Background: an optimization exercise with open tools, aiming at small area and a short achievable clock period. Do not read the settings as production practice.
Where RTL was checked, it was by simulation tests only, not by an equivalence proof against the original.
The clock input has no modelled driver; a real chip could not lean on it and would need a root buffer or a full tree.
Power is estimated from default activity; no workload was simulated.

==> module Single_Port_Asyn_RAM, before the edit <==
module Single_Port_Asyn_RAM #(parameter MEM_DEPTH =256,parameter ADDR_SIZE=8)( 
    input [9:0]din,
    input clk,rst,rx_valid,
    input rx_complete,
    input MOSI,
    output [7:0] dout,
    output reg tx_valid
);
localparam NG = 24;
function [8:0] conv;
    input [7:0] a;
    reg hi, k3;
    begin
        hi = a[7] & a[6];
        k3 = a[5] & a[4];
        conv[8:4] = !hi ? a[7:3] : (!k3 ? {1'b0, a[3:0]} : {2'b10, a[2:0]});
        conv[3:0] = !hi ? {1'b0, a[2:0]} : (!k3 ? {2'b10, a[5:4]} : {3'b100, a[3]});
    end
endfunction
wire cmd_wa = rx_valid & (din[9:8] == 2'b00);
wire cmd_wr = rx_valid & (din[9:8] == 2'b01);
wire ld_ra = rx_complete & MOSI & !din[9];
reg [8:0] read_address;
reg wa_set;    
always @(posedge clk,negedge rst) begin
    if (!rst) begin
        tx_valid<=1'b0;
        read_address<=9'b0;
        wa_set<=1'b0;
    end
    else begin
        tx_valid <= rx_valid & (din[9:8] == 2'b11);
        if (ld_ra)
            read_address <= conv(din[8:1]);
        if (cmd_wa)
            wa_set <= 1'b1;
    end
end
reg [8:0] write_address;
reg [7:0] wd_p;
reg pend;
wire wa_zero = cmd_wr & !wa_set;
wire pend_n = cmd_wa ? 1'b0 : cmd_wr ? 1'b1 : pend;
always @(posedge clk) begin
    if (cmd_wa | wa_zero)
        write_address <= cmd_wa ? conv(din[7:0]) : 9'b0;
    pend <= pend_n;
    if (cmd_wr)
        wd_p <= din[7:0];
end
reg [3:0] p11, p10;
wire [3:0] p11_n = (p11 == 4'd10) ? 4'd0 : p11 + 1'b1;
wire [3:0] p10_n = (p10 == 4'd9)  ? 4'd0 : p10 + 1'b1;
always @(posedge clk) begin
    p11 <= p11_n;
    p10 <= p10_n;
end
wire [3:0] w_slot_n = wa_zero ? 4'd0 : write_address[3:0];
wire [1:0] w_hi_n = wa_zero ? 2'd0 : write_address[8:7];
wire [2:0] w_lo_n = wa_zero ? 3'd0 : write_address[6:4];
reg [2:0] wsel;
reg [2:0] wlo;
reg r_hit, fwd;
always @(posedge clk) begin
    wsel[0] <= pend_n & (w_hi_n == 2'd0) & (w_slot_n == p11_n);
    wsel[1] <= pend_n & (w_hi_n == 2'd1) & (w_slot_n == p11_n);
    wsel[2] <= pend_n & (w_hi_n == 2'd2) & (w_slot_n == p10_n);
    wlo <= w_lo_n;
    r_hit <= read_address[3:0] == (read_address[8] ? p10 : p11);
    fwd <= pend & !wa_zero & (write_address == read_address);
end
wire [8*NG-1:0] tails;
wire [7:0] wdn = ~wd_p;
genvar g;
generate
for (g = 0; g < NG; g = g + 1) begin : grp
    localparam L = (g < 16) ? 11 : 10;
    reg [8*L-1:0] ring;
    wire we = wsel[g / 8] && (wlo == g % 8);
    assign tails[8*g +: 8] = ring[8*L-1 -: 8];
    wire [7:0] head;
    ring_head hd [7:0] (.wdn(wdn), .wen(!we), .t(ring[8*L-1 -: 8]), .h(head));
    always @(posedge clk)
        ring <= {ring[8*L-9:0], head};
end
endgenerate
reg [2:0] rlo;
always @(posedge clk)
    rlo <= read_address[6:4];
wire [7:0] rlo_oh = 8'd1 << rlo;
wire [1:0] r_hi = read_address[8:7];
wire [23:0] tsel_b;
genvar h;
generate
for (h = 0; h < 3; h = h + 1) begin : rb
    sel8 s (.d(tails[64*h +: 64]), .oh(rlo_oh), .y(tsel_b[8*h +: 8]));
end
endgenerate
reg [7:0] tsel, rbuf;
always @(posedge clk) begin
    tsel <= (r_hi == 2'd0) ? tsel_b[7:0] : (r_hi == 2'd1) ? tsel_b[15:8] : tsel_b[23:16];
    if (fwd)
        rbuf <= wd_p;
    else if (r_hit)
        rbuf <= tsel;
end
assign dout = rbuf;
endmodule
==> flow/config.mk <==
export PLATFORM = sky130hd
export DESIGN_NAME = SPI_TOP
export DESIGN_NICKNAME = SPI_TOP
export VERILOG_FILES = /design/flow/design.v
export SDC_FILE = /design/flow/constraint.sdc
export NUM_CORES = 8
export LEC_CHECK = 0
export CAP_MARGIN = 30
export CORE_MARGIN = 2
export CORE_UTILIZATION = 65
export SETUP_SLACK_MARGIN = 3.8
export SLEW_MARGIN = 40
export SYNTH_HIERARCHICAL = 1
export SYNTH_MINIMUM_KEEP_SIZE = 0
==> flow/constraint.sdc <==
create_clock -name core_clock -period 6.0 [get_ports {clk}]
set_input_delay 1.2000 -clock core_clock [delete_from_list [all_inputs] [get_ports {clk}]]
set_output_delay 1.2000 -clock core_clock [all_outputs]
set_load 0.01 [all_outputs]
standard.sh (not shown) runs the stock make flow with config.mk's settings and CLKGATE_MAP_FILE= SYNTH_SCRIPT=/design/flow/synth_recipe.tcl, a recipe that flattens the netlist after the stock synthesis.
==> flow/flow/run.sh <==
#!/bin/bash
# Layout flow: the standard ORFS flow (standard.sh), with these changes:
# - the flip-flop driving MISO's output buffer is moved next to that buffer
#   before detailed placement (flow/miso.tcl), so it does not drive a long wire;
set -euo pipefail
export PRE_DETAIL_PLACE_TCL="$PWD/flow/miso.tcl"
export POST_CTS_TCL="$PWD/flow/quad_ct.tcl"
export CTS_ARGS="-sink_clustering_enable -repair_clock_nets -sink_clustering_size 32 -sink_clustering_max_diameter 80 -dont_use_dummy_load"
bash standard.sh synth > log_synth.txt 2>&1
bash standard.sh floorplan > log_floorplan.txt 2>&1
bash standard.sh place > log_place.txt 2>&1
bash standard.sh cts > log_cts.txt 2>&1
bash standard.sh route > log_route.txt 2>&1
bash standard.sh finish > log_finish.txt 2>&1
Other scripts of this flow, unchanged in this note and not shown: flow/flow/miso.tcl, flow/flow/quad_ct.tcl
Rerun with:
--- a/flow/design.v
+++ b/flow/design.v
@@ -122,13 +122,13 @@
 wire [1:0] w_hi_n = wa_zero ? 2'd0 : write_address[8:7];
 wire [2:0] w_lo_n = wa_zero ? 3'd0 : write_address[6:4];
 reg [2:0] wsel;
-reg [2:0] wlo;
+reg [7:0] wlo;
 reg r_hit, fwd;
 always @(posedge clk) begin
     wsel[0] <= pend_n & (w_hi_n == 2'd0) & (w_slot_n == p11_n);
     wsel[1] <= pend_n & (w_hi_n == 2'd1) & (w_slot_n == p11_n);
     wsel[2] <= pend_n & (w_hi_n == 2'd2) & (w_slot_n == p10_n);
-    wlo <= w_lo_n;
+    wlo <= 8'd1 << w_lo_n;
     r_hit <= read_address[3:0] == (read_address[8] ? p10 : p11);
     fwd <= pend & !wa_zero & (write_address == read_address);
 end
@@ -139,7 +139,7 @@
 for (g = 0; g < NG; g = g + 1) begin : grp
     localparam L = (g < 16) ? 11 : 10;
     reg [8*L-1:0] ring;
-    wire we = wsel[g / 8] && (wlo == g % 8);
+    wire we = wsel[g / 8] && wlo[g % 8];
     assign tails[8*g +: 8] = ring[8*L-1 -: 8];
     wire [7:0] head;
     ring_head hd [7:0] (.wdn(wdn), .wen(!we), .t(ring[8*L-1 -: 8]), .h(head));
@@ -147,16 +147,15 @@
         ring <= {ring[8*L-9:0], head};
 end
 endgenerate
-reg [2:0] rlo;
+reg [7:0] rlo;
 always @(posedge clk)
-    rlo <= read_address[6:4];
-wire [7:0] rlo_oh = 8'd1 << rlo;
+    rlo <= 8'd1 << read_address[6:4];
 wire [1:0] r_hi = read_address[8:7];
 wire [23:0] tsel_b;
 genvar h;
 generate
 for (h = 0; h < 3; h = h + 1) begin : rb
-    sel8 s (.d(tails[64*h +: 64]), .oh(rlo_oh), .y(tsel_b[8*h +: 8]));
+    sel8 s (.d(tails[64*h +: 64]), .oh(rlo), .y(tsel_b[8*h +: 8]));
 end
 endgenerate
 reg [7:0] tsel, rbuf;
Clock power grows by about 0.7%.
Wire length grows by 2.2%.
Die area grows by 0.46%.
Worst hold slack improved by 0.070 ns.
Worst setup slack improved by 0.018 ns.
First-iteration DRC count shrinks by 10%.
Power stays flat.
Cell area hardly moves.
Sequential cell count grows by 10.
Final cell count barely changes.
Critical path depth stays the same.
Synthesized area grows by 0.47%.
Via count is about the same.
Maximum frequency grows by 0.87%.
Only the layout flow was run in the first run of this note; the RTL was not checked for function there.


== main ==
Another version of the RTL of SPI_TOP (not shown whole).
Size: about 2100 flip-flops.
==> module Single_Port_Asyn_RAM, before the edit <==
module Single_Port_Asyn_RAM #(parameter MEM_DEPTH =256,parameter ADDR_SIZE=8)( 
    input [9:0]din,
    input clk,rst,rx_valid,
    input rx_issue,
    output [7:0] dout,
    output reg tx_valid
);
localparam NG = 24;
wire hi = din[7] & din[6];
wire k3 = din[5] & din[4];
wire [4:0] c_grp  = !hi ? din[7:3] : (!k3 ? {1'b0, din[3:0]} : {2'b10, din[2:0]});
wire [3:0] c_slot = !hi ? {1'b0, din[2:0]} : (!k3 ? {2'b10, din[5:4]} : {3'b100, din[3]});
wire cmd_wa = rx_valid & (din[9:8] == 2'b00);
wire cmd_wr = rx_valid & (din[9:8] == 2'b01);
wire iss_ra = rx_issue & (din[9:8] == 2'b10);
reg [8:0] read_address;
reg wa_set;    
always @(posedge clk,negedge rst) begin
    if (!rst) begin
        tx_valid<=1'b0;
        read_address<=9'b0;
        wa_set<=1'b0;
    end
    else begin
        tx_valid <= rx_valid & (din[9:8] == 2'b11);
        if (iss_ra)
            read_address <= {c_grp, c_slot};
        if (cmd_wa)
            wa_set <= 1'b1;
    end
end
reg [8:0] write_address;
reg [7:0] wd_p;
reg pend;
wire wa_zero = cmd_wr & !wa_set;
wire pend_n = cmd_wa ? 1'b0 : cmd_wr ? 1'b1 : pend;
always @(posedge clk) begin
    if (cmd_wa | wa_zero)
        write_address <= cmd_wa ? {c_grp, c_slot} : 9'b0;
    pend <= pend_n;
    if (cmd_wr)
        wd_p <= din[7:0];
end
reg [3:0] p11, p10;
wire [3:0] p11_n = (p11 == 4'd10) ? 4'd0 : p11 + 1'b1;
wire [3:0] p10_n = (p10 == 4'd9)  ? 4'd0 : p10 + 1'b1;
always @(posedge clk) begin
    p11 <= p11_n;
    p10 <= p10_n;
end
wire [3:0] w_slot_n = wa_zero ? 4'd0 : write_address[3:0];
wire [1:0] w_hi_n = wa_zero ? 2'd0 : write_address[8:7];
wire [2:0] w_lo_n = wa_zero ? 3'd0 : write_address[6:4];
reg [2:0] wsel;
reg [7:0] wlo;
reg r_hit, fwd;
always @(posedge clk) begin
    wsel[0] <= pend_n & (w_hi_n == 2'd0) & (w_slot_n == p11_n);
    wsel[1] <= pend_n & (w_hi_n == 2'd1) & (w_slot_n == p11_n);
    wsel[2] <= pend_n & (w_hi_n == 2'd2) & (w_slot_n == p10_n);
    wlo <= 8'd1 << w_lo_n;
    r_hit <= read_address[3:0] == (read_address[8] ? p10_n : p11_n);
    fwd <= pend_n & (wa_zero ? (read_address == 9'd0) : (write_address == read_address));
end
wire [8*NG-1:0] tails;
wire [7:0] wdn = ~wd_p;
genvar g;
generate
for (g = 0; g < NG; g = g + 1) begin : grp
    localparam L = (g < 16) ? 11 : 10;
    reg [8*L-1:0] ring;
    wire we = wsel[g / 8] && wlo[g % 8];
    assign tails[8*g +: 8] = ring[8*L-1 -: 8];
    wire [7:0] head;
    ring_head hd [7:0] (.wdn(wdn), .wen(!we), .t(ring[8*L-1 -: 8]), .h(head));
    always @(posedge clk)
        ring <= {ring[8*L-9:0], head};
end
endgenerate
wire [4:0] r_grp = read_address[8:4];
reg [7:0] rbuf;
always @(posedge clk) begin
    if (r_hit)
        rbuf <= fwd ? wd_p : tails[8*r_grp +: 8];
end
assign dout = rbuf;
endmodule
export LEC_CHECK = 0
export CAP_MARGIN = 30
export CORE_MARGIN = 2
export CORE_UTILIZATION = 50
export SETUP_SLACK_MARGIN = 3.8
export SLEW_MARGIN = 40
export SYNTH_HIERARCHICAL = 1
export SYNTH_MINIMUM_KEEP_SIZE = 0
create_clock -name core_clock -period 6.0 [get_ports {clk}]
==> flow/flow/run.sh <==
#!/bin/bash
# Layout flow: the standard ORFS flow (standard.sh), with these changes:
# - the flip-flop driving MISO's output buffer is moved next to that buffer
#   before detailed placement (flow/miso.tcl), so it does not drive a long wire;
# - clock tree synthesis with larger sink clusters and no dummy loads, after
#   which the tree's upper levels are replaced by four root buffers, each
#   driving the leaf buffers of a quarter of the die (flow/quad_ct.tcl);
# each tool's output goes to a log file of its own here.
set -euo pipefail
export PRE_DETAIL_PLACE_TCL="$PWD/flow/miso.tcl"
export POST_CTS_TCL="$PWD/flow/quad_ct.tcl"
export CTS_ARGS="-sink_clustering_enable -repair_clock_nets -sink_clustering_size 32 -sink_clustering_max_diameter 80 -dont_use_dummy_load"
bash standard.sh synth > log_synth.txt 2>&1
bash standard.sh floorplan > log_floorplan.txt 2>&1
bash standard.sh place > log_place.txt 2>&1
bash standard.sh cts > log_cts.txt 2>&1
bash standard.sh route > log_route.txt 2>&1
bash standard.sh finish > log_finish.txt 2>&1
Other scripts of this flow, unchanged in this note and not shown: flow/flow/miso.tcl, flow/flow/quad_ct.tcl
For the feature branch, these inputs were changed with respect to main:
diff --git a/flow/design.v b/flow/design.v
--- a/flow/design.v
+++ b/flow/design.v
@@ -113,18 +113,16 @@
 end
 wire [3:0] w_slot_n = wa_zero ? 4'd0 : write_address[3:0];
 wire [1:0] w_hi_n = wa_zero ? 2'd0 : write_address[8:7];
-wire [2:0] w_lo_n = wa_zero ? 3'd0 : write_address[6:4];
 reg [2:0] wsel;
-reg [7:0] wlo;
 reg r_hit, fwd;
 always @(posedge clk) begin
     wsel[0] <= pend_n & (w_hi_n == 2'd0) & (w_slot_n == p11_n);
     wsel[1] <= pend_n & (w_hi_n == 2'd1) & (w_slot_n == p11_n);
     wsel[2] <= pend_n & (w_hi_n == 2'd2) & (w_slot_n == p10_n);
-    wlo <= 8'd1 << w_lo_n;
     r_hit <= read_address[3:0] == (read_address[8] ? p10_n : p11_n);
     fwd <= pend_n & (wa_zero ? (read_address == 9'd0) : (write_address == read_address));
 end
+wire [2:0] w_lo = write_address[6:4];
 wire [8*NG-1:0] tails;
 wire [7:0] wdn = ~wd_p;
 genvar g;
@@ -132,7 +130,7 @@
 for (g = 0; g < NG; g = g + 1) begin : grp
     localparam L = (g < 16) ? 11 : 10;
     reg [8*L-1:0] ring;
-    wire we = wsel[g / 8] && wlo[g % 8];
+    wire we = wsel[g / 8] && (w_lo == g % 8);
     assign tails[8*g +: 8] = ring[8*L-1 -: 8];
     wire [7:0] head;
     ring_head hd [7:0] (.wdn(wdn), .wen(!we), .t(ring[8*L-1 -: 8]), .h(head));
@@ -142,14 +140,30 @@
 endgenerate
 wire [4:0] r_grp = read_address[8:4];
 reg [7:0] rbuf;
+wire [7:0] tsel;
+rmux24 rm (.d(tails), .s(r_grp), .y(tsel));
 always @(posedge clk) begin
     if (r_hit)
-        rbuf <= fwd ? wd_p : tails[8*r_grp +: 8];
+        rbuf <= fwd ? wd_p : tsel;
 end
 assign dout = rbuf;
 endmodule
 module ring_head(input wdn, input wen, input t, output h);
 assign h = ~((wdn | wen) & ~(t & wen));
+endmodule
+module rmux24(input [191:0] d, input [4:0] s, output [7:0] y);
+wire [47:0] l1;
+wire [7:0] l2a, l2b;
+genvar i;
+generate for (i = 0; i < 6; i = i + 1) begin : m1
+    mux4x8 m (.d(d[32*i +: 32]), .s(s[1:0]), .y(l1[8*i +: 8]));
+end endgenerate
+mux4x8 m2 (.d(l1[31:0]), .s(s[3:2]), .y(l2a));
+assign l2b = s[2] ? l1[47:40] : l1[39:32];
+assign y = s[4] ? l2b : l2a;
+endmodule
+module mux4x8(input [31:0] d, input [1:0] s, output [7:0] y);
+assign y = d[8*s +: 8];
 endmodule
 module SPI_Slave(
     input MOSI,
--- outcome ---
Lower CTS sink count was reported by the feature branch, not main.
Of the feature branch and main, the higher number of filler instances in the final layout belongs to main.
main reports its critical path start-end classification as reg2out while the feature branch reports reg2reg.
Against main, number of standard cells after synthesis in the feature branch fell by a few percent.
Across both runs, sequential cell count was lower for the feature branch than for main.
Synthesized area down 0.60% in the feature branch wrt main
Synthesized net count, the feature branch and main: higher on main
The feature branch vs main — pin count of the biggest net entering global routing dropped by more than 10%
Diff main..the feature branch | area of all placed cells without fillers | negligible
The feature branch vs main, sequential area share after synthesis went up by 0.21 points.
The final reports for the feature branch and main show worst setup slack lower in the former.
Static leakage power up 0.47% in the feature branch wrt main
| routed length on met3 | the feature branch vs main | about 8% lower |
The feature branch vs main, part of the power in combinational logic went down by 0.5 points.
For the feature branch, only the layout was checked, not whether the RTL still works.

[afterwards: timing with drivers on the ports]
In the flow no input, the clock included, has a driving cell. The finished layouts below were timed again as built, in two steps. Step 1, drivers: a clkbuf_16 drives clk and a buf_2 each remaining input, both assumed. Step 2 times the ports against the registers' clock, not the clock port: input delays grow and output delays shrink by t, the midpoint of the rising clock arrivals with the driver on. Three values: ideal ports, drivers, drivers and shift; two values: the first two.
| run | shift t [ns] | setup slack, ns | hold slack, ns | slew at the worst register clock pin (ns) | pins driven straight from the clock port |
|---|---|---|---|---|---|
| the first run of note 1 | 0.596 | 3.847 / 3.697 / 3.433 | 0.237 / 0.237 / 0.237 | 0.12 / 0.12 | 4 |
| the second run of note 1 | 0.597 | 3.865 / 3.715 / 3.698 | 0.307 / 0.307 / 0.307 | 0.12 / 0.12 | 4 |
| main | 0.620 | 3.781 / 3.643 / 3.404 | 0.256 / 0.256 / 0.256 | 0.12 / 0.12 | 4 |
| the feature branch | 0.631 | 3.461 / 3.461 / 3.377 | 0.303 / 0.303 / 0.303 | 0.12 / 0.12 | 4 |
After both steps every run listed still meets setup and hold. For the first run of note 1, which loses most, drivers alone change the setup slack by -0.150 ns; drivers and shift together by -0.414 ns.
